Background: an optimization exercise with open tools, aiming at small area, a short achievable clock period and few clock cycles per item. Do not read the settings as production practice.
At most, simulation tests tie the RTL to the original design; equivalence was not proved.
The RTL of run 4 was laid out without a check of its function.
Power and IR drop assume default switching activity.

<file path="flow/config.mk">
export PLATFORM = sky130hd
export DESIGN_NAME = dut
export DESIGN_NICKNAME = dut
export VERILOG_FILES = /design/flow/design.v
export SDC_FILE = /design/flow/constraint.sdc
export NUM_CORES = 8
export LEC_CHECK = 0
export CAP_MARGIN = 40
export CORE_MARGIN = 2
export CORE_UTILIZATION = 80
export CTS_BUF_LIST = sky130_fd_sc_hd__clkbuf_8
export CTS_CLUSTER_DIAMETER = 50
export CTS_CLUSTER_SIZE = 20
export PLACE_DENSITY = 0.9
export SETUP_SLACK_MARGIN = 5
export SLEW_MARGIN = 40
export SYNTH_HIERARCHICAL = 1
export SYNTH_MINIMUM_KEEP_SIZE = 0
</file>
<file path="flow/constraint.sdc">
create_clock -name core_clock -period 9.0 [get_ports {clk}]
set_input_delay 1.8000 -clock core_clock [delete_from_list [all_inputs] [get_ports {clk}]]
set_output_delay 1.8000 -clock core_clock [all_outputs]
set_load 0.01 [all_outputs]
</file>
<file path="flow/design.v">
`timescale 1ns/1ps
module dut(
    clk    ,
    rst_n  ,
    addr   ,
    din    ,
    rw     ,
    enable ,
    dout   ,
    txd    ,
    tx_vld ,
    rxd    ,
    rx_vld
);
input         clk    ;
input         rst_n  ;
input  [7:0 ] addr   ;
input  [31:0] din    ;
input         rw     ;
input         enable ;
output [31:0] dout   ;
input  [7:0 ] rxd    ;
input         rx_vld ;
output [7:0 ] txd    ;
output        tx_vld ;
reg  [7:0 ] txd  ;
reg         tx_vld ;
function lt10;
    input [9:0] a;
    input [9:0] b;
    integer k;
    reg r;
    begin
        r = 1'b0;
        for (k = 0; k < 10; k = k + 1)
            r = (~a[k] & b[k]) | ((~a[k] | b[k]) & r);
        lt10 = r;
    end
endfunction
reg         pkt_en ;
reg  [8:0 ] min_pkt_size ;    
reg  [9:0 ] max_pkt_size ;
wire        write = ~rw & enable;
wire [9:0 ] d     = din[9:0];
always @(posedge clk or negedge rst_n) begin
    if (!rst_n) begin
        pkt_en       <= 1'b0;
        min_pkt_size <= 9'd64;
        max_pkt_size <= 10'd512;
    end
    else if (write) begin
        if (addr == 8'h0)
            pkt_en <= d[0];
        if ((addr == 8'h4) && (|d[9:6]) && lt10(d, max_pkt_size))
            min_pkt_size <= d[8:0];
        if ((addr == 8'h8) && (~d[9] | ~|d[8:0]) && lt10({1'b0, min_pkt_size}, d))
            max_pkt_size <= d;
    end
end
assign dout[31:10] = 22'h0;
wire [9:0] dz76, dz54, dz10, dt8, dt4;
genvar g;
generate
    for (g = 0; g < 10; g = g + 1) begin : g_dout
        g_nor2  u_z76 (.a(addr[7]), .b(addr[6]), .y(dz76[g]));
        g_nor2  u_z54 (.a(addr[5]), .b(addr[4]), .y(dz54[g]));
        g_nor2  u_z10 (.a(addr[1]), .b(addr[0]), .y(dz10[g]));
        g_and3b u_t8  (.an(addr[2]), .b(addr[3]), .c(max_pkt_size[g]), .y(dt8[g]));
        if (g == 0) begin : g_b0
            wire t4, t0;
            g_and3b u_t4 (.an(addr[3]), .b(addr[2]), .c(min_pkt_size[0]), .y(t4));
            g_nor3b u_t0 (.a(addr[3]), .b(addr[2]), .cn(pkt_en), .y(t0));
            g_o3111a u_y (.a1(dt8[0]), .a2(t4), .a3(t0), .b1(dz76[0]), .c1(dz54[0]), .d1(dz10[0]), .x(dout[0]));
        end
        else if (g < 9) begin : g_b
            g_and3b u_t4 (.an(addr[3]), .b(addr[2]), .c(min_pkt_size[g]), .y(dt4[g]));
            g_o2111a u_y (.a1(dt8[g]), .a2(dt4[g]), .b1(dz76[g]), .c1(dz54[g]), .d1(dz10[g]), .x(dout[g]));
        end
        else begin : g_b9
            g_and4 u_y (.a(dt8[9]), .b(dz76[9]), .c(dz54[9]), .d(dz10[9]), .x(dout[9]));
        end
    end
endgenerate
reg  [4095:0] line ;
always @(posedge clk)
    line <= {line[4087:0], rxd};
reg         rx_prev ;    
reg         second ;     
reg  [9:0 ] cnt ;        
reg         over ;       
reg         hdr_ok ;
reg  [4:0 ] tap ;        
reg         pend ;
reg  [3:0 ] wait_cnt ;
wire        frame_end = rx_prev & ~rx_vld;
wire        accept    = pkt_en & hdr_ok & ~over & ~lt10(max_pkt_size, cnt) &
                        ~lt10(cnt, {1'b0, min_pkt_size});
wire        aligned   = (cnt[3:0] == 4'h0);
wire        start     = (frame_end & accept & aligned) | (pend & (wait_cnt == 4'h0));
always @(posedge clk or negedge rst_n) begin
    if (!rst_n) begin
        rx_prev <= 1'b0;
        pend    <= 1'b0;
        tx_vld  <= 1'b0;
    end
    else begin
        rx_prev <= rx_vld;
        if (frame_end & accept & ~aligned)
            pend <= 1'b1;
        else if (start)
            pend <= 1'b0;
        if (start)
            tx_vld <= 1'b1;
        else if (cnt == 10'd1)
            tx_vld <= 1'b0;
    end
end
always @(posedge clk) begin
    second <= rx_vld & ~rx_prev;
    if (rx_vld) begin
        tap <= cnt[8:4];
        if (!rx_prev) begin
            cnt  <= 10'd1;
            over <= 1'b0;
        end
        else begin
            cnt  <= cnt + 10'd1;
            over <= over | cnt[9];
        end
        if (second)
            hdr_ok <= (line[7:0] == 8'h55) & (rxd == 8'hd5);
    end
    else if (tx_vld)
        cnt <= cnt - 10'd1;
    if (frame_end)
        wait_cnt <= ~cnt[3:0];
    else
        wait_cnt <= wait_cnt - 4'd1;
end
reg  [7:0 ] tap_data ;
integer     i ;
always @(*) begin
    tap_data = 8'h0;
    for (i = 3; i < 32; i = i + 1)
        tap_data = tap_data | (line[(16*i+15)*8 +: 8] & {8{tap == i}});
end
always @(posedge clk)
    txd <= tap_data;
endmodule
module g_nor2(a, b, y);
input a, b;
output y;
assign y = ~(a | b);
endmodule
module g_and3b(an, b, c, y);
input an, b, c;
output y;
assign y = ~an & b & c;
endmodule
module g_nor3b(a, b, cn, y);
input a, b, cn;
output y;
assign y = ~(a | b | ~cn);
endmodule
module g_o2111a(a1, a2, b1, c1, d1, x);
input a1, a2, b1, c1, d1;
output x;
assign x = (a1 | a2) & b1 & c1 & d1;
endmodule
module g_o3111a(a1, a2, a3, b1, c1, d1, x);
input a1, a2, a3, b1, c1, d1;
output x;
assign x = (a1 | a2 | a3) & b1 & c1 & d1;
endmodule
module g_and4(a, b, c, d, x);
input a, b, c, d;
output x;
assign x = a & b & c & d;
endmodule
</file>
<file path="flow/flow/run.sh">
#!/bin/bash
# The standard layout, with two changes to how ORFS is driven:
#  - clock tree synthesis without dummy loads, with clkbuf_8 clusters of <= 20 sinks
#  - port buffers start as buf_1 (the resizer sizes them up where timing needs it)
set -euo pipefail
export CTS_ARGS="-sink_clustering_enable -repair_clock_nets -buf_list sky130_fd_sc_hd__clkbuf_8 -sink_clustering_size 24 -sink_clustering_max_diameter 40 -dont_use_dummy_load"
export BUFFER_PORTS_ARGS="-buffer_cell sky130_fd_sc_hd__buf_1"
bash standard.sh > flow_make.log 2>&1
</file>
<file path="flow/standard.sh">
#!/bin/bash
# synth_recipe.tcl (not shown) runs the flow's synth.tcl, then flattens the netlist and writes it again
# the make line also repeats each setting of config.mk as NAME=value (left out here)
make -C /OpenROAD-flow-scripts/flow DESIGN_CONFIG=/design/flow/config.mk WORK_HOME=/design/flow/orfs CLKGATE_MAP_FILE= SYNTH_SCRIPT=/design/flow/synth_recipe.tcl "${@:-finish}"
</file>
==> reports/results.ini, run 1 <==
[die]
die_w_um = 335
die_h_um = 335
start_util_pct = 80.5
io_pins = 94
rows = 121

[placed_design]
io_buffers = 49
dp_hpwl_mm = 116
gp_congestion = 0.826

[outcome]
outcome = aborted with a tool error
stop_stage = 3_5_place_dp
firstError = [ERROR DPL-0033] detailed placement checks failed during check placement.

[synthesis]
synth_top_family_by_area = compound AO/OA/AOI/OAI gates
synth.avg_cell_area_um2 = 18.4
synthXorXnorAreaFrac_pct = 0.0400
ys_top_cells_by_area = dfxtp_1 (94%), dfrtp_1 (0.60%), edfxtp_1 (0.58%), a22oi_1 (0.36%), mux2_2 (0.36%)
muxShareOfSynthArea_pct = 0.566
synthArstFlopShare_pct = 0.554
yosysTopAreaCell = dfxtp_1
yosys_warnings = 7
synth_edf_count = 17
yosys.area_share.simple_pct = 1.61
ys.flop_type = dfxtp_1
synth_compound_area_share_pct = 1.89
ys_ff_latch = 4149
synth_fa_ha_area_share_pct = 0.144
ys_seq_area_share_pct = 95.3
synth_top_area_share_pct = 94.0
syn-instance-count = 4766
synth.distinct_cells = 76
syn_area_um2 = 87500

## modules after synthesis (local to each module, per instance)
module	times used	cell area, µm²	flops+latches
g_o3111a	1	18.8	0
g_nor2	30	3.75	0
g_nor3b	1	12.5	0
dut	1	87100	4149
g_and4	1	8.76	0
g_and3b	19	8.76	0
g_o2111a	8	11.3	0
## power by group through the flow
stage / Sequential (µW) / Clock [µW] / Combinational [µW]
2_1_floorplan: 19000 / 0 / 315
3_3_place_gp: 19000 / 0 / 521
## Yosys cell counts (6+ instances only)
| master | instances |
|---|---|
| and3b_1 | 20 |
| dfrtp_1 | 21 |
| buf_2 | 13 |
| o2111a_1 | 8 |
| mux2i_1 | 18 |
| clkbuf_1 | 20 |
| o22ai_1 | 8 |
| nor4_1 | 7 |
| inv_1 | 25 |
| nor2_1 | 81 |
| dfxtp_1 | 4109 |
| nand4_1 | 12 |
| nand2_1 | 29 |
| a221oi_1 | 11 |
| and3_1 | 6 |
| a21oi_1 | 31 |
| ha_1 | 6 |
| mux2_2 | 28 |
| a22oi_1 | 42 |
| nand3_1 | 11 |
| nor3_1 | 24 |
| a22o_1 | 20 |
| a32oi_1 | 15 |
| nand2b_1 | 17 |
| nor2b_1 | 20 |
| o221ai_1 | 7 |
| edfxtp_1 | 17 |
| o21ai_0 | 20 |
| buf_4 | 22 |
| a31oi_1 | 8 |
## how the worst max path moves through the flow
stage / startpoint / endpoint / slack (ns) / depth (start not counted)
3_3_place_gp: addr[2] / dout[0] / 4.11 / 5
2_1_floorplan: addr[3] / dout[1] / 4.98 / 2
## per-stage QoR
step	std cells	hold WS, ns
after floorplan	4787	0.310
after global placement	6213	0.310
## cells by family after synthesis
family,after synthesis
compound gates,213
xor+xnor,4
fa+ha+maj,11
buf+inv,83
flops,4149
mux,46
other cells,1
simple gates,259
Testbench counts, summed over its fixed seeds: cycles 100,898, frames 156.
==> inputs of run 2 (changes only) <==
==> flow/flow/run.sh (replaced) <==
#!/bin/bash
# The standard layout, with two changes to how ORFS is driven:
#  - clock tree synthesis without dummy loads, with clkbuf_8 clusters of <= 20 sinks
#  - port buffers start as buf_1 (the resizer sizes them up where timing needs it)
set -euo pipefail
export CTS_ARGS="-sink_clustering_enable -repair_clock_nets -buf_list sky130_fd_sc_hd__clkbuf_8 -sink_clustering_size 20 -sink_clustering_max_diameter 40 -dont_use_dummy_load"
export BUFFER_PORTS_ARGS="-buffer_cell sky130_fd_sc_hd__buf_1"
bash standard.sh > flow_make.log 2>&1
--- a/flow/config.mk
+++ b/flow/config.mk
@@ -8,9 +8,9 @@
 export CAP_MARGIN = 40
 export CORE_MARGIN = 2
-export CORE_UTILIZATION = 80
+export CORE_UTILIZATION = 75
 export CTS_BUF_LIST = sky130_fd_sc_hd__clkbuf_8
 export CTS_CLUSTER_DIAMETER = 50
 export CTS_CLUSTER_SIZE = 20
-export PLACE_DENSITY = 0.9
+export PLACE_DENSITY = 0.85
 export SETUP_SLACK_MARGIN = 5
 export SLEW_MARGIN = 40
==> run 2 against run 1 <==
Net effect: now clean on timing, DRC and antenna; synthesized area unchanged; synthesized cell count stayed put.
==> reports/results.ini, run 2 <==
[outcome]
outcome = complete, no violations

[global_route]
grt_max_degree = 30
antenna_found_initial = 26
grt-ovfl-total = 0
grt_pass1_vias = 36400
grt_pass1_wl_mm = 229
grt_util_all_layers_pct = 26.6

[synthesis]
yosys_warnings = 7
synth_top_area_share_pct = 94.0
ys_ff_latch = 4149
yosysTopAreaCell = dfxtp_1
syn_area_um2 = 87500
syn-instance-count = 4766
synthTopCellsByCount = dfxtp_1 (4109), nor2_1 (81), a22oi_1 (42)
synth.avg_cell_area_um2 = 18.4
synthArstFlopShare_pct = 0.554
ys_seq_area_share_pct = 95.3
ys.flop_type = dfxtp_1
synth_most_common_cell = dfxtp_1
ys_top_cells_by_area = dfxtp_1 (94%), dfrtp_1 (0.60%), edfxtp_1 (0.58%), a22oi_1 (0.36%), mux2_2 (0.36%)
synth.distinct_cells = 76
synth_edf_count = 17

[pwr]
clkPwrFrac_pct = 29.2
leakagePower_uw = 0.0376
p_per_area_nw_per_um2 = 290
p_sw_uw = 5710
p_int_uw = 21500
ir_drop_v = 0.000229
seq_power_share_pct = 68.6
power.share.switching_pct = 21.0
p_comb_share_pct = 2.2

[die]
rows = 125
dieArea_um2 = 119000
die_w_um = 346
placeableCoreArea_um2 = 116000
start_util_pct = 75.5
io_pins = 94
die_h_um = 346

[cells_and_area]
reg.largest.list = line: 4096 flops, cnt: 10 flops, max_pkt_size: 10 flops
syn2layout_area_growth_pct = 7.13
post-route-util_pct = 80.9
post_route_cells_drive_above_1_share_pct = 7.78
mostFrequentLayoutCells = dfxtp_1 (4109), clkbuf_8 (279), nor2_1 (67)
multi_input_area_um2 = 3880
largest_reg_flops = 4096
final_nets = 5152
regMostFlops = line
fillerInstances = 4655
register_area_um2 = 83300
final_common_cell = dfxtp_1
stdcell_count = 6623

[cts]
root_buffer = clkbuf_8
hold_buffers = 0
insertion_delay_ns = 0.99
cts_tree = built
clockBufferDepth = 4
numCtsBuffers = 279
cts_sinks = 4149
h-tree-depth = 5
cts.clk_slew.worst_paths_ns = 0.11

[run]
cap_viol_max_count = 0

[timing]
min_period_over_period_pct = 47.6
tns_ns = 0
worstMarginPinSlew_ns = 0.967
relSlewSlack_pct = 35.3
rsz0062_at_grt = yes
finalHoldViolations = 0
achievable-frequency_mhz = 233
maxSlewViolCount = 0
post-route-min-period_ns = 4.29
setup_viol = 0
fin_worst_skew_ns = 0.0846
fin_hold_ws_ns = 0.272

[drt]
ant_nets = 0
drc = 0
drtIter0Drc = 2243
post_drt_via_cell_ratio = 5.03
wire_per_inst_um = 23.6
vias = 33300
dr.pass1.iters = 5
wl_mm = 156

[placed_design]
dpl.cell_count = 6328
io_buffers = 49
gp_congestion = 0.811
dp_hpwl_mm = 94.5

[worst_setup_path]
crit_start = addr[3]
crit_type = primary input to output pin
max_stage_delay_ns = 0.22
critPathArrivalTime_ns = 2.49
slowest_stage = nor3_2
worstPathMaxFanout = 5
start_kind = primary input
rr_worst_depth = 8
path_cells = buf_16 > and3b_1 > nor3_2 > nor2_2 > buf_2
cp.required_ns = 7.20
r2r-start = tap[1]$_DFFE_PP_
critical_path.endpoint_type = output pin

[hold_path]
holdPathStages = 0
hp-start = line[289]$_DFF_P_
hold_path_class = register to register

==> run 2: cell counts after synthesis <==
Identical to the previous run, type by type.
==> run 2: cell type report <==
class / instances / share of cell area, %
Tap cell: 1524 / 2.03
Multi-Input combinational cell: 555 / 4.15
Timing Repair Buffer: 83 / 0.665
Sequential cell: 4149 / 88.9
Inverter: 25 / 0.100
Clock buffer: 279 / 4.10
Antenna cell: 8 / 0.0214
==> run 2: path summary, 6_finish.rpt <==
check                                               to  slack (ns)
max                                            dout[0]        4.71
min                                  line[297]$_DFF_P_        0.27
max reg2reg                             txd[5]$_DFF_P_        5.18
min reg2reg                          line[297]$_DFF_P_        0.27
max in group asynchronous  max_pkt_size[9]$_DFFE_PN1P_        7.80
min in group asynchronous  max_pkt_size[1]$_DFFE_PN0P_        0.83
==> run 2: worst max-delay path: cells and delay by family <==
kind	cells	cell delay (ns)
AND/OR/NAND/NOR	3	0.44
buffers and inverters	2	0.25
==> run 2: power groups by stage <==
stage	registers [µW]	clock network, µW	logic, µW
after floorplan	19000	0	315
after global placement	19000	0	498
after detailed placement	19100	0	544
after CTS	18700	8040	577
after global routing	18700	8600	612
final	18700	7930	608
==> run 2: per-layer routing <==
layer | GRT usage, % | wire length (µm)
met1 | 32.6 | 62300
met2 | 46.1 | 79400
met3 | 4.53 | 7280
met4 | 12.7 | 7250
met5 | 0 | 55
==> run 2: kinds of logic after synthesis <==
logic type,Yosys count,share of synthesized area (%)
AOI/OAI and AO/OA,213,1.89
xor gates and xnor gates,4,0.0401
adders and majority gates,11,0.144
buffers and inverters,83,0.469
DFF,4149,95.3
muxes,46,0.566
other,1,0.00429
and+or+nand+nor,259,1.61
==> run 2: Yosys stat by module (local to each module, per instance) <==
module	flops+latches	cells inside
dut	4149	4704
g_and3b	0	1
g_and4	0	1
g_nor2	0	1
g_nor3b	0	1
g_o2111a	0	1
g_o3111a	0	3
==> run 2: through the flow <==
| step | power (µW) | setup WS [ns] | instance area (µm²) |
|---|---|---|---|
| 6_report | 27200 | 4.71 | 93700 |
| 5_1_grt | 27900 | 4.67 | 93700 |
| 4_1_cts | 27300 | 4.69 | 93600 |
| 3_5_place_dp | 19600 | 4.10 | 89600 |
| 3_3_place_gp | 19500 | 4.09 | 89600 |
| 2_1_floorplan | 19300 | 4.98 | 87600 |
==> run 2: what timing repair did <==
| action | CTS | global route |
|---|---|---|
| resized for setup | 31 | 13 |
| endpoints found under the setup margin | 10 | 10 |
| gates cloned | 5 | 1 |
| setup buffers | 2 | 0 |
| pin swaps | 8 | 5 |
==> inputs of run 3 (changes only) <==
==> flow/run.sh (new file) <==
#!/bin/bash
# synth_recipe.tcl (not shown) runs the flow's synth.tcl, then flattens the netlist and writes it again
# the make line also repeats each setting of config.mk as NAME=value (left out here)
make -C /OpenROAD-flow-scripts/flow DESIGN_CONFIG=/design/flow/config.mk WORK_HOME=/design/flow/orfs CLKGATE_MAP_FILE= SYNTH_SCRIPT=/design/flow/synth_recipe.tcl finish
--- a/flow/config.mk
+++ b/flow/config.mk
@@ -8,9 +8,9 @@
 export CAP_MARGIN = 40
 export CORE_MARGIN = 2
-export CORE_UTILIZATION = 75
+export CORE_UTILIZATION = 60
 export CTS_BUF_LIST = sky130_fd_sc_hd__clkbuf_8
 export CTS_CLUSTER_DIAMETER = 50
 export CTS_CLUSTER_SIZE = 20
-export PLACE_DENSITY = 0.85
+export PLACE_DENSITY = 0.7
 export SETUP_SLACK_MARGIN = 5
 export SLEW_MARGIN = 40
removed: flow/flow/run.sh
removed: flow/standard.sh
==> run 3 against run 2 <==
Net effect: still clean on timing, DRC and antenna; design area increased by 0.60%; combinational power decreased by 4.8%; worst setup slack improved by 0.0038 ns; synthesized area unchanged; worst hold slack improved by 0.024 ns; die area increased by 25%.
==> reports/results.ini, run 3 <==
[synthesis]
syn-instance-count = 4766
syn_area_um2 = 87500
synth_top_area_share_pct = 94.0
ys_top_cells_by_area = dfxtp_1 (94%), dfrtp_1 (0.60%), edfxtp_1 (0.58%), a22oi_1 (0.36%), mux2_2 (0.36%)
synth.distinct_cells = 76
synthArstFlopShare_pct = 0.554
yosysTopAreaCell = dfxtp_1
ys.flop_type = dfxtp_1
synth.avg_cell_area_um2 = 18.4
synth_most_common_cell = dfxtp_1
ys_ff_latch = 4149
yosys_warnings = 7
synth_edf_count = 17
synthTopCellsByCount = dfxtp_1 (4109), nor2_1 (81), a22oi_1 (42)
ys_seq_area_share_pct = 95.3

[die]
rows = 140
dieArea_um2 = 149000
die_w_um = 386
io_pins = 94
die_h_um = 386
placeableCoreArea_um2 = 145000
start_util_pct = 60.2

[cts]
insertion_delay_ns = 0.97
root_buffer = clkbuf_8
cts_sinks = 4149
hold_buffers = 0
h-tree-depth = 4
clockBufferDepth = 3
cts.clk_slew.worst_paths_ns = 0.11
cts_tree = built
numCtsBuffers = 234

[worst_setup_path]
start_kind = primary input
cp.required_ns = 7.20
rr_worst_depth = 8
critical_path.endpoint_type = output pin
max_stage_delay_ns = 0.24
crit_type = primary input to output pin
path_cells = buf_12 > and3b_1 > o2111a_1 > buf_2
slowest_stage = o2111a_1
crit_buf_inv = 2
crit_family = buffers and inverters
worstPathMaxFanout = 6
critPathArrivalTime_ns = 2.48
worst-path-stages = 4

[timing]
fin_worst_skew_ns = 0.0487
min_period_over_period_pct = 47.6
worstMarginPinSlew_ns = 0.876
rsz0062_at_grt = yes
achievable-frequency_mhz = 233
setup_viol = 0
maxSlewViolCount = 0
tns_ns = 0
relSlewSlack_pct = 41.4
finalHoldViolations = 0
fin_hold_ws_ns = 0.296
post-route-min-period_ns = 4.28

[drt]
drc = 0
wl_mm = 114
post_drt_via_cell_ratio = 4.44
ant_nets = 0
drtIter0Drc = 1335
dr.pass1.iters = 5
vias = 31100
wire_per_inst_um = 16.3

[run]
cap_viol_max_count = 0

[global_route]
grt_max_degree = 29
grt-ovfl-total = 0
grt_pass1_wl_mm = 172
antenna_found_initial = 16
grt_util_all_layers_pct = 15.5
grt_pass1_vias = 30300

[cells_and_area]
mostFrequentLayoutCells = dfxtp_1 (4109), clkbuf_8 (242), nor2_1 (72)
reg.largest.list = line: 4096 flops, cnt: 10 flops, max_pkt_size: 10 flops
regMostFlops = line
largest_reg_flops = 4096
syn2layout_area_growth_pct = 7.77
post_route_cells_drive_above_1_share_pct = 7.44
final_common_cell = dfxtp_1
final_nets = 5104

[pwr]
p_per_area_nw_per_um2 = 283
leakagePower_uw = 0.0376
ir_drop_v = 0.000180

[placed_design]
dp_hpwl_mm = 70.5
io_buffers = 49
gp_congestion = 0.779

[outcome]
outcome = complete, no violations

[hold_path]
hold_path_class = register to register
holdPathStages = 0

[run 3: cell counts after synthesis]
No cell type changed its count.
[run 3: worst paths after layout]
path	start	endpoint	slack, ns
max	addr[3]	dout[7]	4.72
min	line[3746]$_DFF_P_	line[3754]$_DFF_P_	0.30
max reg2reg	tap[4]$_DFFE_PP_	txd[4]$_DFF_P_	5.79
min reg2reg	line[3746]$_DFF_P_	line[3754]$_DFF_P_	0.30
max in group asynchronous	rst_n	max_pkt_size[9]$_DFFE_PN1P_	7.47
min in group asynchronous	rst_n	rx_prev$_DFF_PN0_	1.22
[run 3: logic make-up (layout without fill, tap and decap cells)]
family,after synthesis,after routing,synth area share [%]
muxes,46,46,0.566
buffers and inverters,83,380,0.469
AOI/OAI and AO/OA,213,213,1.89
other,1,32,0.00429
and+or+nand+nor,259,259,1.61
xor gates and xnor gates,4,4,0.0401
DFF,4149,4149,95.3
adders and majority gates,11,11,0.144
[run 3: report_power, final]
part | leakage [µW] | internal [µW] | total, µW | switching [µW]
Clock | 0.00195 | 2550 | 7520 | 4970
Sequential | 0.0337 | 18500 | 18600 | 103
Combinational | 0.00193 | 159 | 579 | 420
[run 3: layout make-up]
cell class,instances,area (µm²)
sequential,4149,83300
fill,9686,50900
multi-input combinational,555,3900
clock buffer,242,3330
tap,1917,2400
timing repair buffer,80,792
clock inverter,33,388
inverter,25,93.8
antenna,10,25.0
[run 3: stage by stage]
stage                     instances  total power [µW]  setup slack (ns)  cell area [µm²]  util [%]
after floorplan                4787             19300              4.98            87600         -
after global placement         6717             19600              3.35            90300      62.2
after detailed placement       6718             19600              3.40            90400      62.2
after CTS                      7000             27000              4.67            94200      64.9
after global routing           7004             27600              4.67            94300      64.9
final                          7011             26700              4.72            94300      64.9
[run 3: per-layer routing]
layer | part of all wire (%) | track usage, % | wire length (µm) | vias up
li1 | - | - | - | 15600
met1 | 51 | 23.0 | 58800 | 14800
met2 | 41 | 22.2 | 46800 | 543
met3 | 4.8 | 3.54 | 5440 | 240
met4 | 2.9 | 5.66 | 3310 | 2
met5 | 0.011 | 0 | 13 | -
[run 3: modules after synthesis (local to each module, per instance)]
module,area [µm²],cells inside,copies in the design,flops+latches
g_o3111a,18.8,3,1,0
g_nor3b,12.5,1,1,0
g_and4,8.76,1,1,0
g_o2111a,11.3,1,8,0
g_nor2,3.75,1,30,0
dut,87100,4704,1,4149
g_and3b,8.76,1,19,0
[run 3: repair_timing]
action	in CTS	in global routing
endpoints found under the hold margin	0	0
setup buffers	2	0
setup endpoints to repair	10	10
cloned	5	1
pin swaps	8	6
gates resized for setup	95	6
==> inputs of run 4 (changes only) <==
--- a/flow/design.v
+++ b/flow/design.v
@@ -24,6 +24,4 @@
 output [7:0 ] txd    ;
 output        tx_vld ;
-reg  [7:0 ] txd  ;
-reg         tx_vld ;
 function lt10;
     input [9:0] a;
@@ -82,7 +80,7 @@
     end
 endgenerate
-reg  [4095:0] line ;
+reg  [4087:0] line ;
 always @(posedge clk)
-    line <= {line[4087:0], rxd};
+    line <= {line[4079:0], rxd};
 reg         rx_prev ;    
 reg         second ;     
@@ -90,28 +88,34 @@
 reg         over ;       
 reg         hdr_ok ;
+reg         acc ;        
 reg  [4:0 ] tap ;        
 reg         pend ;
 reg  [3:0 ] wait_cnt ;
+reg         tx_on ;      
+reg  [7:0 ] tx_byte ;
+wire [9:0 ] cnt_inc   = cnt + 10'd1;
+wire [9:0 ] cnt_rx    = rx_prev ? cnt_inc : 10'd1;
+wire        over_rx   = rx_prev & (over | cnt[9]);
 wire        frame_end = rx_prev & ~rx_vld;
-wire        accept    = pkt_en & hdr_ok & ~over & ~lt10(max_pkt_size, cnt) &
-                        ~lt10(cnt, {1'b0, min_pkt_size});
-wire        aligned   = (cnt[3:0] == 4'h0);
-wire        start     = (frame_end & accept & aligned) | (pend & (wait_cnt == 4'h0));
+wire        now       = frame_end & acc & (cnt[3:0] == 4'h0);
+wire        start     = (frame_end & acc & (cnt[3:0] == 4'hf)) | (pend & (wait_cnt == 4'h1));
+assign tx_vld = tx_on | now;
+assign txd    = tx_on ? tx_byte : 8'h55;
 always @(posedge clk or negedge rst_n) begin
     if (!rst_n) begin
         rx_prev <= 1'b0;
         pend    <= 1'b0;
-        tx_vld  <= 1'b0;
+        tx_on   <= 1'b0;
     end
     else begin
         rx_prev <= rx_vld;
-        if (frame_end & accept & ~aligned)
+        if (frame_end & acc & (cnt[3:0] != 4'h0) & (cnt[3:0] != 4'hf))
             pend <= 1'b1;
         else if (start)
             pend <= 1'b0;
-        if (start)
-            tx_vld <= 1'b1;
+        if (start | now)
+            tx_on <= 1'b1;
         else if (cnt == 10'd1)
-            tx_vld <= 1'b0;
+            tx_on <= 1'b0;
     end
 end
@@ -119,13 +123,9 @@
     second <= rx_vld & ~rx_prev;
     if (rx_vld) begin
-        tap <= cnt[8:4];
-        if (!rx_prev) begin
-            cnt  <= 10'd1;
-            over <= 1'b0;
-        end
-        else begin
-            cnt  <= cnt + 10'd1;
-            over <= over | cnt[9];
-        end
+        tap  <= cnt[8:4];
+        cnt  <= cnt_rx;
+        over <= over_rx;
+        acc  <= pkt_en & hdr_ok & ~over_rx & ~lt10(max_pkt_size, cnt_rx) &
+                ~lt10(cnt_rx, {1'b0, min_pkt_size});
         if (second)
             hdr_ok <= (line[7:0] == 8'h55) & (rxd == 8'hd5);
@@ -143,8 +143,8 @@
     tap_data = 8'h0;
     for (i = 3; i < 32; i = i + 1)
-        tap_data = tap_data | (line[(16*i+15)*8 +: 8] & {8{tap == i}});
+        tap_data = tap_data | (line[(16*i+14)*8 +: 8] & {8{tap == i}});
 end
 always @(posedge clk)
-    txd <= tap_data;
+    tx_byte <= tap_data;
 endmodule
 module g_nor2(a, b, y);
==> flow/flow/run.sh (new file) <==
#!/bin/bash
# The standard layout, with two changes to how ORFS is driven:
#  - clock tree synthesis without dummy loads, with clkbuf_8 clusters of <= 20 sinks
#  - port buffers start as buf_1 (the resizer sizes them up where timing needs it)
set -euo pipefail
export CTS_ARGS="-sink_clustering_enable -repair_clock_nets -buf_list sky130_fd_sc_hd__clkbuf_8 -sink_clustering_size 20 -sink_clustering_max_diameter 50 -dont_use_dummy_load"
export BUFFER_PORTS_ARGS="-buffer_cell sky130_fd_sc_hd__buf_1"
bash standard.sh > flow_make.log 2>&1
==> flow/standard.sh (new file) <==
#!/bin/bash
# synth_recipe.tcl (not shown) runs the flow's synth.tcl, then flattens the netlist and writes it again
# the make line also repeats each setting of config.mk as NAME=value (left out here)
make -C /OpenROAD-flow-scripts/flow DESIGN_CONFIG=/design/flow/config.mk WORK_HOME=/design/flow/orfs CLKGATE_MAP_FILE= SYNTH_SCRIPT=/design/flow/synth_recipe.tcl "${@:-finish}"
removed: flow/run.sh
==> run 4 against run 3 <==
Net effect: routed wire length fell by 2.4%; synthesized area shrank 0.72%; clock skew grew 0.047 ns; final cell count shrank 1.5%; sequential share of layout area is 0.87 points higher; first-iteration DRC count up 12%; via count fell by 2.0%; die area fell by 0.71%; register-to-register slack better by 0.19 ns; largest cell class unchanged; global-route usage decreased by 0.26 points; still clean on timing, DRC and antenna; clock power is 5.5% lower.
==> reports/results.ini, run 4 <==
[outcome]
outcome = complete, no violations

[cts]
root_buffer = clkbuf_8
cts_tree = built
cts_sinks = 4142
insertion_delay_ns = 0.96
hold_buffers = 0
numCtsBuffers = 235
clockBufferDepth = 3
h-tree-depth = 4
cts.clk_slew.worst_paths_ns = 0.11

[timing]
achievable-frequency_mhz = 231
post-route-min-period_ns = 4.32
finalHoldViolations = 0
worstMarginPinSlew_ns = 0.896
tns_ns = 0
maxSlewViolCount = 0
rsz0062_at_grt = yes
setup_viol = 0
relSlewSlack_pct = 40.0
fin_worst_skew_ns = 0.0955
min_period_over_period_pct = 48.0

[cells_and_area]
largest_reg_flops = 4088
final_common_cell = dfxtp_1
final_area_um2 = 93200
reg.largest.list = line: 4088 flops, cnt: 10 flops, max_pkt_size: 10 flops
final_nets = 5056
syn2layout_area_growth_pct = 7.32
regMostFlops = line
post_route_cells_drive_above_1_share_pct = 7.43
mostFrequentLayoutCells = dfxtp_1 (4101), clkbuf_8 (235), a22oi_1 (66)

[worst_setup_path]
r2r-start = cnt[0]$_DFFE_PP_
cp.required_ns = 7.20
critical_path.endpoint_type = output pin
rr_endpoint = acc$_DFFE_PP_
regToRegSetupSlack_ns = 5.98
start_kind = primary input
critPathArrivalTime_ns = 2.52
worstPathMaxFanout = 2
rr_worst_depth = 9
crit_type = primary input to output pin

[drt]
wire_per_inst_um = 16.2
vias = 30500
drtIter0Drc = 1501
wl_met2_mm = 45.8
dr.pass1.iters = 5
ant_nets = 0
met1Wirelength_mm = 58.9
post_drt_via_cell_ratio = 4.42
wl_mm = 112
drc = 0
routed.top_layer = met4
wl_met3_mm = 4.13

[die]
die_h_um = 384
io_pins = 94
dieArea_um2 = 148000
rows = 139
die_w_um = 384
placeableCoreArea_um2 = 144000
start_util_pct = 60.5

[placed_design]
io_buffers = 49
placed_area_um2 = 89600
gp_congestion = 0.729
dp_hpwl_mm = 66.3

[synthesis]
ys_ff_latch = 4142
synth_edf_count = 18
syn_area_um2 = 86900
synthTopCellsByCount = dfxtp_1 (4101), nor2_1 (78), a22oi_1 (66)
synth_top_area_share_pct = 94.5
synth.avg_cell_area_um2 = 18.6
yosysTopAreaCell = dfxtp_1
syn-instance-count = 4681
ys_seq_area_share_pct = 95.8
synthArstFlopShare_pct = 0.555
synth.distinct_cells = 75
ys.flop_type = dfxtp_1
synth_most_common_cell = dfxtp_1
yosys_warnings = 7
ys_top_cells_by_area = dfxtp_1 (95%), edfxtp_1 (0.62%), dfrtp_1 (0.61%), a22oi_1 (0.57%), nor2_1 (0.34%)

[global_route]
grt_pass1_vias = 29800
grt-ovfl-total = 0
grt_util_all_layers_pct = 15.2
grt_pass1_wl_mm = 169
antenna_found_initial = 10
grt_max_degree = 24

[hold_path]
min_to = line[3143]$_DFF_P_
hold_path_class = register to register
hp-start = line[3135]$_DFF_P_
holdPathStages = 0

[pwr]
ir_drop_v = 0.000197
leakagePower_uw = 0.0372
p_per_area_nw_per_um2 = 280
fin_total_pwr_uw = 26100

[run]
cap_viol_max_count = 0

run 4: worst max-delay path by stage:
stage	start	end	slack (ns)	cells past startpoint
after global placement	addr[2]	dout[0]	4.11	5
final	rx_vld	tx_vld	4.68	6
after CTS	rx_vld	tx_vld	4.66	6
after detailed placement	addr[3]	dout[0]	4.11	5
after global routing	rx_vld	tx_vld	4.66	6
after floorplan	rx_vld	tx_vld	4.86	4
run 4: worst max-delay path: stages:
cell and delay, ns:
buf_8 0.08, buf_12 0.10, inv_8 0.03, and3_4 0.17
a31o_4 0.22, buf_6 0.12
run 4: area by class of cell:
cell class / count / area, µm²
multi-input cells: 502 / 3510
clock buffers: 235 / 3230
fillers: 9736 / 50400
well taps: 1903 / 2380
repair buffers: 93 / 749
flip-flops and latches: 4142 / 83200
inverters: 23 / 93.8
diodes: 8 / 20.0
run 4: routing by layer:
| layer | track usage, % | vias up |
|---|---|---|
| met5 | 0 | - |
| met4 | 5.35 | 0 |
| met3 | 3.05 | 212 |
| met2 | 21.7 | 436 |
| met1 | 23.2 | 14600 |
| li1 | - | 15300 |
run 4: modules after synthesis, one instance, submodules excluded:
module	flops+latches	copies in the design	cells	cell area (µm²)
g_o2111a	0	8	1	11.3
g_o3111a	0	1	3	18.8
g_and4	0	1	1	8.76
dut	4142	1	4619	86400
g_nor3b	0	1	1	12.5
g_and3b	0	19	1	8.76
g_nor2	0	30	1	3.75
run 4: cells by family (layout without fill, tap and decap cells):
group                    after synthesis  after routing  share of synthesized area (%)
flip-flops                          4142           4142                           95.8
AND/OR/NAND/NOR                      232            232                           1.43
AO/OA/AOI/OAI                        202            202                           1.82
buffers and inverters                 58            351                          0.370
adder cells (fa/ha/maj)               17             17                          0.226
multiplexers                          15             15                          0.190
XOR/XNOR                              14             14                          0.150
other                                  1             30                        0.00432
run 4: report_power, final:
group | leakage (µW) | switching (µW) | total [µW] | internal [µW]
clock | 0.00169 | 4770 | 7110 | 2340
combinational | 0.00183 | 273 | 410 | 136
sequential | 0.0336 | 89.4 | 18600 | 18500
total | 0.0372 | 5130 | 26100 | 21000
run 4: per-stage QoR:
| stage | worst slack [ns] | hold slack (ns) | utilization, % | instances |
|---|---|---|---|---|
| after global routing | 4.66 | 0.250 | 64.9 | 6902 |
| after CTS | 4.66 | 0.258 | 64.9 | 6898 |
| after floorplan | 4.86 | 0.310 | - | 4702 |
| after global placement | 4.11 | 0.310 | 62.4 | 6650 |
| after detailed placement | 4.11 | 0.312 | 62.4 | 6650 |
| final | 4.68 | 0.254 | 64.9 | 6906 |
run 4: what timing repair did:
item / 4_1_cts / 5_1_grt
setup endpoints to repair: 14 / 12
pin swaps: 9 / 5
setup buffers: 6 / 0
gates cloned: 7 / 0
gates resized for setup: 42 / 11
==> inputs of run 5 (changes only) <==
--- a/flow/design.v
+++ b/flow/design.v
@@ -100,5 +100,6 @@
 wire        now       = frame_end & acc & (cnt[3:0] == 4'h0);
 wire        start     = (frame_end & acc & (cnt[3:0] == 4'hf)) | (pend & (wait_cnt == 4'h1));
-assign tx_vld = tx_on | now;
+wire        ready_n   = ~(rx_prev & acc & (cnt[3:0] == 4'h0));
+g_o21ai u_tx_vld (.a1(ready_n), .a2(rx_vld), .b1(~tx_on), .y(tx_vld));
 assign txd    = tx_on ? tx_byte : 8'h55;
 always @(posedge clk or negedge rst_n) begin
@@ -178,2 +179,7 @@
 assign x = a & b & c & d;
 endmodule
+module g_o21ai(a1, a2, b1, y);
+input a1, a2, b1;
+output y;
+assign y = ~((a1 | a2) & b1);
+endmodule
==> run 5 against run 4 <==
Net effect: still clean on timing, DRC and antenna; maximum frequency up 1.4%; flip-flop and latch count unchanged; sequential share of layout area about the same; final cell count about the same; clock skew down 0.019 ns; design area about the same; first-iteration DRC count up 5.1%; die area about the same; power about the same; count of clock-buffer cells in the layout down 3; sequential power about the same; combinational power up 12%; critical path type unchanged.
==> reports/results.ini, run 5 <==
[pwr]
ir_drop_v = 0.000182
power.share.switching_pct = 19.8
p_per_area_nw_per_um2 = 280
fin_total_pwr_uw = 26100
seq_power_share_pct = 71.1
clkPwrFrac_pct = 27.2
leakagePower_uw = 0.0371
p_sw_uw = 5160
p_comb_share_pct = 1.8
p_int_uw = 20900

[cells_and_area]
final_common_cell = dfxtp_1
syn2layout_area_growth_pct = 7.26
reg.largest.list = line: 4088 flops, cnt: 10 flops, max_pkt_size: 10 flops
final_nets = 5050
stdcell_count = 6900
mostFrequentLayoutCells = dfxtp_1 (4101), clkbuf_8 (232), a22oi_1 (59)
final_area_um2 = 93200
largest_reg_flops = 4088
fillerInstances = 9657
post_route_cells_drive_above_1_share_pct = 7.26
regMostFlops = line

[timing]
worstMarginPinSlew_ns = 0.911
fin_worst_skew_ns = 0.0761
rsz0062_at_grt = yes
maxSlewViolCount = 0
min_period_over_period_pct = 47.3
relSlewSlack_pct = 39.2
tns_ns = 0
achievable-frequency_mhz = 235
post-route-min-period_ns = 4.26
finalHoldViolations = 0
setup_viol = 0

[worst_setup_path]
cp.required_ns = 7.20
critical_path.endpoint_type = output pin
crit_type = primary input to output pin
worstPathMaxFanout = 6
regToRegSetupSlack_ns = 5.96
crit_start = addr[2]
start_kind = primary input
critPathArrivalTime_ns = 2.46
rr_worst_depth = 9
r2r-start = max_pkt_size[0]$_DFFE_PN0P_

[synthesis]
synthArstFlopShare_pct = 0.555
syn-instance-count = 4682
synth_edf_count = 18
synth.avg_cell_area_um2 = 18.6
synthTopCellsByCount = dfxtp_1 (4101), nor2_1 (78), a22oi_1 (59)
ys_seq_area_share_pct = 95.8
ys_top_cells_by_area = dfxtp_1 (95%), edfxtp_1 (0.62%), dfrtp_1 (0.61%), a22oi_1 (0.51%), nor2_1 (0.34%)
yosysTopAreaCell = dfxtp_1
synth.distinct_cells = 70
synth_top_area_share_pct = 94.5
ys.flop_type = dfxtp_1
syn_area_um2 = 86900
yosys_warnings = 7
synth_most_common_cell = dfxtp_1
ys_ff_latch = 4142

[die]
dieArea_um2 = 148000
rows = 139
die_w_um = 384
die_h_um = 384
io_pins = 94
placeableCoreArea_um2 = 144000
start_util_pct = 60.5

[outcome]
outcome = complete, no violations

[cts]
root_buffer = clkbuf_8
h-tree-depth = 4
cts_sinks = 4142
cts_tree = built
insertion_delay_ns = 0.95
hold_buffers = 0
clockBufferDepth = 3
numCtsBuffers = 232
cts.clk_slew.worst_paths_ns = 0.10

[hold_path]
hold_path_class = register to register
holdPathStages = 0
hp-start = line[841]$_DFF_P_

[placed_design]
gp_congestion = 0.763
placed_area_um2 = 89600
dpl.cell_count = 6646
dp_hpwl_mm = 65.3
io_buffers = 49

[drt]
ant_nets = 0
vias = 30700
dr.pass1.iters = 16
drc = 0
drtIter0Drc = 1578
wl_mm = 110
post_drt_via_cell_ratio = 4.45
wire_per_inst_um = 16.0

[global_route]
antenna_found_initial = 21
grt_util_all_layers_pct = 15.1
grt-ovfl-total = 0
grt_max_degree = 24
grt_pass1_vias = 29600
grt_pass1_wl_mm = 167

[run]
cap_viol_max_count = 0

## run 5: cell type report
class / instances / area, µm² / area share [%]
clock buffer: 232 / 3190 / 3.43
inverter: 23 / 86.3 / 0.0927
multi-input combinational: 500 / 3520 / 3.78
timing repair buffer: 92 / 744 / 0.799
sequential: 4142 / 83200 / 89.3
antenna: 8 / 20.0 / 0.0215
tap: 1903 / 2380 / 2.56
## run 5: kinds of logic after synthesis
group,after synthesis,synth area share (%)
AOI/OAI and AO/OA,195,1.74
other,1,0.00432
DFF,4142,95.8
xor gates and xnor gates,13,0.131
muxes,20,0.288
buffers and inverters,61,0.380
and+or+nand+nor,233,1.43
adders and majority gates,17,0.219
## run 5: power by group through the flow
stage / Combinational (µW) / Sequential (µW) / Clock (µW)
after global placement: 390 / 19000 / 0
after global routing: 491 / 18600 / 7970
final: 459 / 18600 / 7090
after floorplan: 239 / 18900 / 0
after CTS: 458 / 18600 / 7330
after detailed placement: 402 / 19000 / 0
## run 5: per-layer routing
metal / up-vias / track usage, % / wire [µm]
li1: 15300 / - / -
met1: 14700 / 23.2 / 58200
met2: 519 / 20.8 / 43800
met3: 224 / 3.12 / 4970
met4: 0 / 6.07 / 3510
met5: - / 0 / 0
## run 5: modules after synthesis (local to each module, per instance), a selection
module / cell area [µm²] / flops+latches / cells inside
g_nor3b: 12.5 / 0 / 1
g_and3b: 8.76 / 0 / 1
g_o21ai: 5.00 / 0 / 1
g_o3111a: 18.8 / 0 / 3
dut: 86400 / 4142 / 4619
g_o2111a: 11.3 / 0 / 1
g_nor2: 3.75 / 0 / 1
## run 5: worst paths after layout
check / to
setup reg to reg: min_pkt_size[3]$_DFFE_PN0P_
setup / recovery: dout[0]
hold reg to reg: line[849]$_DFF_P_
min in group asynchronous: rx_prev$_DFF_PN0_
hold / removal: line[849]$_DFF_P_
max in group asynchronous: min_pkt_size[6]$_DFFE_PN1P_
## run 5: what timing repair did
| action | in CTS | in global routing |
|---|---|---|
| setup buffers | 7 | 0 |
| cloned | 6 | 1 |
| endpoints found under the hold margin | 0 | 0 |
| pin swaps | 8 | 1 |
| endpoints found under the setup margin | 15 | 11 |
| resized for setup | 46 | 6 |
## run 5: per-stage QoR
step / setup WS [ns] / utilization, % / hold slack (ns)
final: 4.74 / 64.9 / 0.264
after CTS: 4.73 / 64.8 / 0.264
after global routing: 4.69 / 64.8 / 0.260
after global placement: 4.26 / 62.4 / 0.309
after detailed placement: 4.21 / 62.4 / 0.312
after floorplan: 4.98 / - / 0.310
## run 5: worst max-delay path, cell delays in order
cell and delay, ns:
buf_16 0.11, and3b_1 0.17, nor3_2 0.20, nor2_2 0.05, buf_2 0.13
Testbench counts of run 5, summed over its fixed seeds: cycles 100,742, frames 156.
==> inputs of run 6 (changes only) <==
--- a/flow/config.mk
+++ b/flow/config.mk
@@ -6,5 +6,5 @@
 export NUM_CORES = 8
 export LEC_CHECK = 0
-export CAP_MARGIN = 40
+export CAP_MARGIN = 15
 export CORE_MARGIN = 2
 export CORE_UTILIZATION = 60
@@ -14,5 +14,5 @@
 export PLACE_DENSITY = 0.7
 export SETUP_SLACK_MARGIN = 5
-export SLEW_MARGIN = 40
+export SLEW_MARGIN = 15
 export SYNTH_HIERARCHICAL = 1
 export SYNTH_MINIMUM_KEEP_SIZE = 0
==> run 6 against run 5 <==
Net effect: still clean; critical path depth shrank 1; sequential power is essentially flat; die area is the same; routed wire length is essentially flat; count of clock-buffer cells in the layout grew 2; critical path type unchanged; critical endpoint is now dout[2].
==> reports/results.ini, run 6 <==
[drt]
wire_per_inst_um = 16.0
wl_mm = 110
drtIter0Drc = 1631
vias = 30700
post_drt_via_cell_ratio = 4.44
ant_nets = 0
drc = 0
dr.pass1.iters = 17

[worst_setup_path]
path_cells = clkbuf_16 > and3b_1 > o2111a_1 > buf_2
cp.required_ns = 7.20
crit_start = addr[3]
start_kind = primary input
regToRegSetupSlack_ns = 5.93
rr_endpoint = min_pkt_size[4]$_DFFE_PN0P_
critPathArrivalTime_ns = 2.47
rr_worst_depth = 9
max_stage_delay_ns = 0.23
crit_type = primary input to output pin
r2r-start = max_pkt_size[0]$_DFFE_PN0P_
slowest_stage = o2111a_1
critical_path.endpoint_type = output pin
worstPathMaxFanout = 6
crit_end = dout[2]

[die]
io_pins = 94
start_util_pct = 60.5
rows = 139
dieArea_um2 = 148000
die_h_um = 384
die_w_um = 384
placeableCoreArea_um2 = 144000

[cells_and_area]
mostFrequentLayoutCells = dfxtp_1 (4101), clkbuf_8 (234), a22oi_1 (59)
reg.largest.list = line: 4088 flops, cnt: 10 flops, max_pkt_size: 10 flops
post-route-util_pct = 64.9
largest_reg_flops = 4088
syn2layout_area_growth_pct = 7.32
multi_input_area_um2 = 3520
fillerInstances = 9639
final_nets = 5054
post_route_cells_drive_above_1_share_pct = 7.33
regMostFlops = line
final_common_cell = dfxtp_1
register_area_um2 = 83200

[synthesis]
synthArstFlopShare_pct = 0.555
synth_top_area_share_pct = 94.5
synth_edf_count = 18
synth.avg_cell_area_um2 = 18.6
synthTopCellsByCount = dfxtp_1 (4101), nor2_1 (78), a22oi_1 (59)
ys_ff_latch = 4142
ys_top_cells_by_area = dfxtp_1 (95%), edfxtp_1 (0.62%), dfrtp_1 (0.61%), a22oi_1 (0.51%), nor2_1 (0.34%)
yosysTopAreaCell = dfxtp_1
syn_area_um2 = 86900
syn-instance-count = 4682
synth.distinct_cells = 70
ys.flop_type = dfxtp_1
synth_most_common_cell = dfxtp_1
yosys_warnings = 7
ys_seq_area_share_pct = 95.8

[run]
cap_viol_max_count = 0

[cts]
h-tree-depth = 4
root_buffer = clkbuf_8
clockBufferDepth = 3
numCtsBuffers = 234
hold_buffers = 0
insertion_delay_ns = 0.93
cts_tree = built
cts_sinks = 4142
cts.clk_slew.worst_paths_ns = 0.09

[outcome]
outcome = complete, no violations

[global_route]
grt_util_all_layers_pct = 15.1
grt-ovfl-total = 0
grt_pass1_vias = 29500
use_met2_pct = 20.8
antenna_found_initial = 17
use_met1_pct = 23.3
met3_usage_pct = 3.06
grt_max_degree = 24
top_usage_layer = met1
grt_pass1_wl_mm = 168

[pwr]
ir_drop_v = 0.000183
p_per_area_nw_per_um2 = 280
leakagePower_uw = 0.0372
fin_total_pwr_uw = 26100

[placed_design]
io_buffers = 49
gp_congestion = 0.763
pre_cts_ws_ns = 4.19
dp_hpwl_mm = 65.1

[timing]
finalHoldViolations = 0
tns_ns = 0
min_period_over_period_pct = 47.4
worst_slack_ns = 4.73
fin_worst_skew_ns = 0.0916
worstMarginPinSlew_ns = 1.18
rsz0062_at_grt = yes
post-route-min-period_ns = 4.27
maxSlewViolCount = 0
achievable-frequency_mhz = 234
setup_viol = 0
relSlewSlack_pct = 21.4

[hold_path]
hold_path_class = register to register

run 6: cell counts after synthesis:
No cell type changed its count.
run 6: worst max-delay path, delay by kind of cell:
kind            cells  cell delay [ns]
buf+inv             2             0.27
compound gates      1             0.23
simple gates        1             0.16
run 6: timing repair:
| item | in CTS | in global routing |
|---|---|---|
| setup buffers | 7 | 2 |
| endpoints found under the setup margin | 13 | 11 |
| gates cloned | 6 | 1 |
| pin swaps | 8 | 4 |
| resized for setup | 46 | 8 |
run 6: how the worst min path moves through the flow:
| stage | from | end | slack (ns) | cells past startpoint |
|---|---|---|---|---|
| 2_1_floorplan | line[992]$_DFF_P_ | line[1000]$_DFF_P_ | 0.31 | 0 |
| 3_3_place_gp | line[3092]$_DFF_P_ | line[3100]$_DFF_P_ | 0.31 | 0 |
| 3_5_place_dp | line[1086]$_DFF_P_ | line[1094]$_DFF_P_ | 0.31 | 0 |
| 4_1_cts | line[153]$_DFF_P_ | line[161]$_DFF_P_ | 0.25 | 0 |
| 5_1_grt | line[326]$_DFF_P_ | line[334]$_DFF_P_ | 0.25 | 0 |
| 6_report | line[153]$_DFF_P_ | line[161]$_DFF_P_ | 0.26 | 0 |
run 6: cells by family (layout without fill, tap and decap cells):
kind of cell             Yosys count  after routing  synth area share, %
buffers and inverters             61            351                0.380
multiplexers                      20             20                0.288
AO/OA/AOI/OAI                    195            195                 1.74
adder cells (fa/ha/maj)           17             17                0.219
AND/OR/NAND/NOR                  233            233                 1.43
flip-flops                      4142           4142                 95.8
XOR/XNOR                          13             13                0.131
other                              1             34              0.00432
run 6: where the power goes:
part | switching (µW) | total, µW | internal (µW) | leakage, µW
clock | 4760 | 7090 | 2330 | 0.00168
sequential | 80.4 | 18600 | 18500 | 0.0337
combinational | 304 | 457 | 153 | 0.00183
run 6: stage by stage:
| stage | cell area, µm² | instances | hold slack (ns) |
|---|---|---|---|
| after floorplan | 86900 | 4703 | 0.310 |
| after global placement | 89600 | 6646 | 0.309 |
| after detailed placement | 89600 | 6646 | 0.312 |
| after CTS | 93100 | 6893 | 0.248 |
| after global routing | 93200 | 6899 | 0.253 |
| final | 93200 | 6908 | 0.258 |
run 6: final cells by class:
type,instances,area share [%]
inverter,23,0.0926
antenna,12,0.0322
clock buffer,234,3.46
timing repair buffer,94,0.817
multi-input combinational,500,3.77
tap,1903,2.55
sequential,4142,89.3
run 6: Yosys stat by module (local to each module, per instance):
module / cell area [µm²] / cells / flip-flops and latches / times used
g_o3111a: 18.8 / 3 / 0 / 1
g_and4: 8.76 / 1 / 0 / 1
g_o21ai: 5.00 / 1 / 0 / 1
g_o2111a: 11.3 / 1 / 0 / 8
g_nor2: 3.75 / 1 / 0 / 30
g_and3b: 8.76 / 1 / 0 / 19
g_nor3b: 12.5 / 1 / 0 / 1
dut: 86400 / 4619 / 4142 / 1
run 6: layer usage:
layer | wire (µm) | part of all wire [%] | vias up
li1 | - | - | 15300
met1 | 58000 | 53 | 14600
met2 | 44100 | 40 | 553
met3 | 5020 | 4.6 | 223
met4 | 3250 | 2.9 | 0
met5 | 0 | 0 | -
==> inputs of run 7 (changes only) <==
--- a/flow/config.mk
+++ b/flow/config.mk
@@ -13,5 +13,5 @@
 export CTS_CLUSTER_SIZE = 20
 export PLACE_DENSITY = 0.7
-export SETUP_SLACK_MARGIN = 5
+export SETUP_SLACK_MARGIN = 4.8
 export SLEW_MARGIN = 15
 export SYNTH_HIERARCHICAL = 1
==> run 7 against run 6 <==
Net effect: sequential power about the same; clock skew decreased by 0.017 ns; flip-flop and latch count unchanged; die area unchanged; critical endpoint is now dout[7].
==> reports/results.ini, run 7 <==
[timing]
maxSlewViolCount = 0
relSlewSlack_pct = 32.7
achievable-frequency_mhz = 235
rsz0062_at_grt = yes
setup_viol = 0
tns_ns = 0
post-route-min-period_ns = 4.26
worstMarginPinSlew_ns = 1.00
finalHoldViolations = 0
fin_worst_skew_ns = 0.0746
min_period_over_period_pct = 47.3

[cts]
root_buffer = clkbuf_8
cts_tree = built
numCtsBuffers = 233
clockBufferDepth = 3
h-tree-depth = 4
insertion_delay_ns = 0.93
cts_sinks = 4142
cts.clk_slew.worst_paths_ns = 0.10
hold_buffers = 0

[hold_path]
holdPathStages = 0
min_to = line[274]$_DFF_P_
hold_path_class = register to register
hp-start = line[266]$_DFF_P_

[synthesis]
yosys_warnings = 7
synth.distinct_cells = 70
ys_ff_latch = 4142
synthTopCellsByCount = dfxtp_1 (4101), nor2_1 (78), a22oi_1 (59)
syn-instance-count = 4682
synth_most_common_cell = dfxtp_1
ys_seq_area_share_pct = 95.8
ys_top_cells_by_area = dfxtp_1 (95%), edfxtp_1 (0.62%), dfrtp_1 (0.61%), a22oi_1 (0.51%), nor2_1 (0.34%)
synth.avg_cell_area_um2 = 18.6
syn_area_um2 = 86900
synth_top_area_share_pct = 94.5
ys.flop_type = dfxtp_1
synthArstFlopShare_pct = 0.555
synth_edf_count = 18
yosysTopAreaCell = dfxtp_1

[run]
cap_viol_max_count = 0

[worst_setup_path]
crit_family = buffers and inverters
max_stage_delay_ns = 0.25
rr_endpoint = min_pkt_size[4]$_DFFE_PN0P_
crit_buf_inv = 2
rr_worst_depth = 9
worst-path-stages = 4
path_cells = buf_12 > and3b_1 > o2111a_1 > buf_2
start_kind = primary input
worstPathMaxFanout = 6
critical_path.endpoint_type = output pin
regToRegSetupSlack_ns = 5.84
r2r-start = max_pkt_size[0]$_DFFE_PN0P_
cp.required_ns = 7.20
slowest_stage = o2111a_1
crit_type = primary input to output pin
critPathArrivalTime_ns = 2.46

[cells_and_area]
regMostFlops = line
multi_input_area_um2 = 3510
register_area_um2 = 83200
mostFrequentLayoutCells = dfxtp_1 (4101), clkbuf_8 (233), a22oi_1 (59)
largest_reg_flops = 4088
post_route_cells_drive_above_1_share_pct = 7.04
fillerInstances = 9748
stdcell_count = 6893
reg.largest.list = line: 4088 flops, cnt: 10 flops, max_pkt_size: 10 flops
syn2layout_area_growth_pct = 7.13
final_nets = 5044
final_common_cell = dfxtp_1

[placed_design]
dp_hpwl_mm = 64.2
dpl.cell_count = 6641
io_buffers = 49
gp_congestion = 0.767

[pwr]
p_sw_uw = 5150
ir_drop_v = 0.000159
p_comb_share_pct = 1.7
leakagePower_uw = 0.0371
p_int_uw = 20900
power.share.switching_pct = 19.7
fin_total_pwr_uw = 26100
clkPwrFrac_pct = 27.2
seq_power_share_pct = 71.1
p_per_area_nw_per_um2 = 280

[global_route]
grt_util_all_layers_pct = 14.9
grt_pass1_vias = 29800
grt-ovfl-total = 0
grt_pass1_wl_mm = 167
antenna_found_initial = 14
grt_max_degree = 28

[die]
io_pins = 94
dieArea_um2 = 148000
die_w_um = 384
start_util_pct = 60.5
rows = 139
placeableCoreArea_um2 = 144000
die_h_um = 384

[drt]
wire_per_inst_um = 16.0
drtIter0Drc = 1653
wl_mm = 110
met1Wirelength_mm = 57.6
dr.pass1.iters = 16
drc = 0
post_drt_via_cell_ratio = 4.46
routed.top_layer = met4
wl_met3_mm = 5.30
wl_met2_mm = 43.4
ant_nets = 0
vias = 30700

[outcome]
outcome = complete, no violations

## run 7: cell counts after synthesis
Identical to the previous run, type by type.
## run 7: through the flow
step	util, %	instance area (µm²)	worst slack, ns	hold slack, ns
6_report	64.8	93100	4.74	0.260
3_5_place_dp	62.3	89500	4.10	0.312
5_1_grt	64.8	93000	4.71	0.257
3_3_place_gp	62.3	89500	4.20	0.310
2_1_floorplan	-	86900	4.90	0.310
4_1_cts	64.7	93000	4.73	0.261
## run 7: final cells by class
class                           instances  area share (%)
Clock buffer                          233            3.45
Tap cell                             1903            2.56
Inverter                               23          0.0928
Antenna cell                            7          0.0188
Timing Repair Buffer                   85           0.680
Multi-Input combinational cell        500            3.77
Sequential cell                      4142            89.4
## run 7: kinds of logic (layout without fill, tap and decap cells)
kind of cell,after synthesis,count (layout),share of synthesized area [%]
and+or+nand+nor,233,233,1.43
muxes,20,20,0.288
xor gates and xnor gates,13,13,0.131
AOI/OAI and AO/OA,195,195,1.74
adders and majority gates,17,17,0.219
DFF,4142,4142,95.8
buffers and inverters,61,341,0.380
other,1,29,0.00432
## run 7: Yosys stat by module, one instance, submodules excluded
module	area [µm²]	cells	flops+latches
g_o3111a	18.8	3	0
g_and3b	8.76	1	0
g_o21ai	5.00	1	0
g_and4	8.76	1	0
dut	86400	4619	4142
g_nor3b	12.5	1	0
g_o2111a	11.3	1	0
g_nor2	3.75	1	0
## run 7: worst max path at each step
| stage | startpoint | to |
|---|---|---|
| after floorplan | din[1] | min_pkt_size[0]$_DFFE_PN0P_ |
| after CTS | addr[3] | dout[6] |
| after global placement | rx_vld | tx_vld |
| after global routing | addr[2] | dout[9] |
| final | addr[3] | dout[7] |
| after detailed placement | rx_vld | tx_vld |
## run 7: routing by layer
layer / GRT usage [%] / up-vias
met3: 3.32 / 249
met5: 0 / -
met1: 22.9 / 14600
met4: 5.99 / 0
met2: 20.6 / 601
li1: - / 15200
## run 7: power by group through the flow
stage / clock network (µW) / logic [µW] / registers, µW
after global placement: 0 / 394 / 19000
after floorplan: 0 / 239 / 18900
after detailed placement: 0 / 405 / 19000
final: 7090 / 450 / 18600
after global routing: 7960 / 479 / 18600
after CTS: 7340 / 425 / 18600
## run 7: worst reg2reg max path: cells and delay by family, from the launching register on
kind            cells  cell delay [ns]
flops               1             0.43
compound gates      3             0.75
simple gates        1             0.21
fa+ha+maj           4             1.27
mux                 1             0.35
## run 7: repair_timing
item	CTS	global route
buffers inserted	2	4
pin swaps	7	1
endpoints found under the setup margin	11	11
gates resized for setup	36	8
gates cloned	5	1
==> inputs of run 8 (changes only) <==
==> flow/flow/run.sh (replaced) <==
#!/bin/bash
# The standard layout, with two changes to how ORFS is driven:
#  - clock tree synthesis without dummy loads, with clkbuf_8 clusters of <= 20 sinks
#  - port buffers start as buf_1 (the resizer sizes them up where timing needs it)
set -euo pipefail
export CTS_ARGS="-sink_clustering_enable -repair_clock_nets -buf_list sky130_fd_sc_hd__clkbuf_8 -sink_clustering_size 21 -sink_clustering_max_diameter 50 -dont_use_dummy_load"
export BUFFER_PORTS_ARGS="-buffer_cell sky130_fd_sc_hd__buf_1"
bash standard.sh > flow_make.log 2>&1
==> run 8 against run 7 <==
Net effect: critical path depth unchanged; synthesized area unchanged; routed wire length decreased by 0.50%; highest routed layer unchanged; final cell count decreased by 0.19%; critical path type unchanged; die area unchanged; sequential share of layout area increased by 0.14 points; utilization decreased by 0.099 points; largest power group unchanged; sequential power about the same; power decreased by 0.43%; design area decreased by 0.15%; combinational power decreased by 4.9%.
==> reports/results.ini, run 8 <==
[outcome]
outcome = complete, no violations

[drt]
drtIter0Drc = 1648
wire_per_inst_um = 15.9
drc = 0
post_drt_via_cell_ratio = 4.45
vias = 30600
ant_nets = 0
dr.pass1.iters = 16
wl_mm = 109

[die]
die_w_um = 384
io_pins = 94
rows = 139
die_h_um = 384
dieArea_um2 = 148000
placeableCoreArea_um2 = 144000
start_util_pct = 60.5

[synthesis]
synth.avg_cell_area_um2 = 18.6
ys_top_cells_by_area = dfxtp_1 (95%), edfxtp_1 (0.62%), dfrtp_1 (0.61%), a22oi_1 (0.51%), nor2_1 (0.34%)
syn-instance-count = 4682
synth_edf_count = 18
yosys_warnings = 7
synth_top_area_share_pct = 94.5
synth.distinct_cells = 70
synthArstFlopShare_pct = 0.555
synthTopCellsByCount = dfxtp_1 (4101), nor2_1 (78), a22oi_1 (59)
syn_area_um2 = 86900
ys_ff_latch = 4142
synth_most_common_cell = dfxtp_1
ys_seq_area_share_pct = 95.8
yosysTopAreaCell = dfxtp_1
ys.flop_type = dfxtp_1

[pwr]
power.share.switching_pct = 19.7
clkPwrFrac_pct = 26.9
ir_drop_v = 0.000173
p_int_uw = 20900
fin_total_pwr_uw = 26000
seq_power_share_pct = 71.5
p_per_area_nw_per_um2 = 280
p_sw_uw = 5130
leakagePower_uw = 0.0370
p_comb_share_pct = 1.6

[hold_path]
hold_path_class = register to register

[global_route]
antenna_found_initial = 15
grt-ovfl-total = 0
grt_max_degree = 28
grt_pass1_wl_mm = 166
grt_pass1_vias = 29600
grt_util_all_layers_pct = 14.9

[timing]
min_period_over_period_pct = 47.3
achievable-frequency_mhz = 235
worstMarginPinSlew_ns = 0.928
rsz0062_at_grt = yes
worst_slack_ns = 4.74
post-route-min-period_ns = 4.26
finalHoldViolations = 0
maxSlewViolCount = 0
setup_viol = 0
fin_worst_skew_ns = 0.0938
relSlewSlack_pct = 37.6
tns_ns = 0

[cells_and_area]
largest_reg_flops = 4088
stdcell_count = 6880
syn2layout_area_growth_pct = 6.97
reg.largest.list = line: 4088 flops, cnt: 10 flops, max_pkt_size: 10 flops
final_common_cell = dfxtp_1
multi_input_area_um2 = 3510
regMostFlops = line
fillerInstances = 9762
final_nets = 5032
post_route_cells_drive_above_1_share_pct = 6.82
register_area_um2 = 83200
mostFrequentLayoutCells = dfxtp_1 (4101), clkbuf_8 (225), a22oi_1 (59)

[cts]
insertion_delay_ns = 0.95
root_buffer = clkbuf_8
cts_tree = built
hold_buffers = 0
cts.clk_slew.worst_paths_ns = 0.11
cts_sinks = 4142
h-tree-depth = 4
numCtsBuffers = 225
clockBufferDepth = 3

[placed_design]
gp_congestion = 0.767
io_buffers = 49
dpl.cell_count = 6641
dp_hpwl_mm = 64.2
pre_cts_ws_ns = 4.10

[worst_setup_path]
worstPathMaxFanout = 6
cp.required_ns = 7.20
start_kind = primary input
crit_type = primary input to output pin
critPathArrivalTime_ns = 2.46
critical_path.endpoint_type = output pin

[run]
cap_viol_max_count = 0

[run 8: cell counts after synthesis]
No cell type changed its count.
[run 8: power by group through the flow]
stage / sequential, µW / clock, µW / combinational, µW
detailed placement: 19000 / 0 / 405
global route: 18600 / 7880 / 458
CTS: 18600 / 7240 / 425
global placement: 19000 / 0 / 394
floorplan: 18900 / 0 / 239
finish: 18600 / 6990 / 428
[run 8: what timing repair did]
| item | CTS | global route |
|---|---|---|
| pin swaps | 7 | 1 |
| gates cloned | 5 | 1 |
| setup endpoints to repair | 11 | 11 |
| setup buffers | 2 | 0 |
| resized for setup | 36 | 8 |
[run 8: stage by stage]
stage	utilization (%)	hold WS, ns	cell area [µm²]
3_5_place_dp	62.3	0.312	89500
4_1_cts	64.6	0.255	92900
3_3_place_gp	62.3	0.310	89500
2_1_floorplan	-	0.310	86900
6_report	64.7	0.250	92900
5_1_grt	64.7	0.246	92900
[run 8: layer usage]
metal	global-route usage [%]	up-vias	part of all wire [%]	routed length, µm
li1	-	15200	-	-
met1	23.1	14600	53	57700
met2	20.4	542	39	43000
met3	3.33	244	4.8	5220
met4	5.84	0	3.2	3490
met5	0	-	0	0
[run 8: layout make-up]
| cell class | count | area share [%] |
|---|---|---|
| Sequential cell | 4142 | 89.6 |
| Multi-Input combinational cell | 500 | 3.78 |
| Clock buffer | 225 | 3.33 |
| Tap cell | 1903 | 2.56 |
| Timing Repair Buffer | 81 | 0.649 |
| Inverter | 23 | 0.0929 |
| Antenna cell | 6 | 0.0162 |
[run 8: critical path: stages]
cell      delay, ns
buf_12         0.11
and3b_1        0.15
o2111a_1       0.26
buf_2          0.14
[run 8: worst paths after layout]
path                                             startpoint  cells past startpoint                     endpoint  slack (ns)
worst max-delay path                                addr[3]                      4                      dout[7]        4.74
worst min-delay path                      line[520]$_DFF_P_                      0            line[528]$_DFF_P_        0.25
worst max register to register  max_pkt_size[0]$_DFFE_PN0P_                      9  min_pkt_size[4]$_DFFE_PN0P_        5.84
worst min register to register            line[520]$_DFF_P_                      0            line[528]$_DFF_P_        0.25
max in group asynchronous                             rst_n                      2  min_pkt_size[6]$_DFFE_PN1P_        7.81
min in group asynchronous                             rst_n                      2  max_pkt_size[6]$_DFFE_PN0P_        0.85
[run 8: per-module statistics from Yosys, one instance, submodules excluded]
module,copies in the design,cells
dut,1,4619
g_and3b,19,1
g_and4,1,1
g_nor2,30,1
g_nor3b,1,1
g_o2111a,8,1
g_o21ai,1,1
g_o3111a,1,3
[run 8: kinds of logic (layout without fill, tap and decap cells)]
kind of cell | count (synthesis) | count (layout) | share of synthesized area, %
adders and majority gates | 17 | 17 | 0.219
muxes | 20 | 20 | 0.288
xor gates and xnor gates | 13 | 13 | 0.131
other | 1 | 28 | 0.00432
buffers and inverters | 61 | 329 | 0.380
and+or+nand+nor | 233 | 233 | 1.43
DFF | 4142 | 4142 | 95.8
AOI/OAI and AO/OA | 195 | 195 | 1.74

-- afterwards: timing with drivers on the ports --
The flow's constraints put no driver on any port. The routed layouts listed below were extracted and timed again, unchanged, in two steps. Step 1 (the two cells are an assumption about what drives the block):
set clk [get_ports {clk}]
set_driving_cell -lib_cell sky130_fd_sc_hd__clkbuf_16 $clk
set_driving_cell -lib_cell sky130_fd_sc_hd__buf_2 [delete_from_list [all_inputs] $clk]
Step 2 also shifts input and output timing later by t, the mid clock arrival at the registers, as if the neighbouring blocks saw the same clock. Slacks: no drivers / after step 1 / after step 2; pairs: no drivers / after step 1.
run	t, ns	setup slack, ns	worst register clock-pin slew, ns
run 2	1.018	4.712 / 4.471 / 4.471	0.13 / 0.13
run 3	1.019	4.716 / 4.455 / 4.421	0.11 / 0.11
run 4	0.988	4.679 / 4.457 / 4.457	0.11 / 0.11
run 5	0.985	4.740 / 4.463 / 4.381	0.12 / 0.12
run 6	0.950	4.735 / 4.452 / 4.376	0.12 / 0.12
run 7	0.966	4.742 / 4.484 / 4.338	0.12 / 0.12
run 8	0.971	4.740 / 4.483 / 4.279	0.12 / 0.12
After both steps setup and hold are still met in every run listed. For run 8, which loses most, drivers alone change the setup slack by -0.257 ns; drivers and shift together by -0.461 ns.
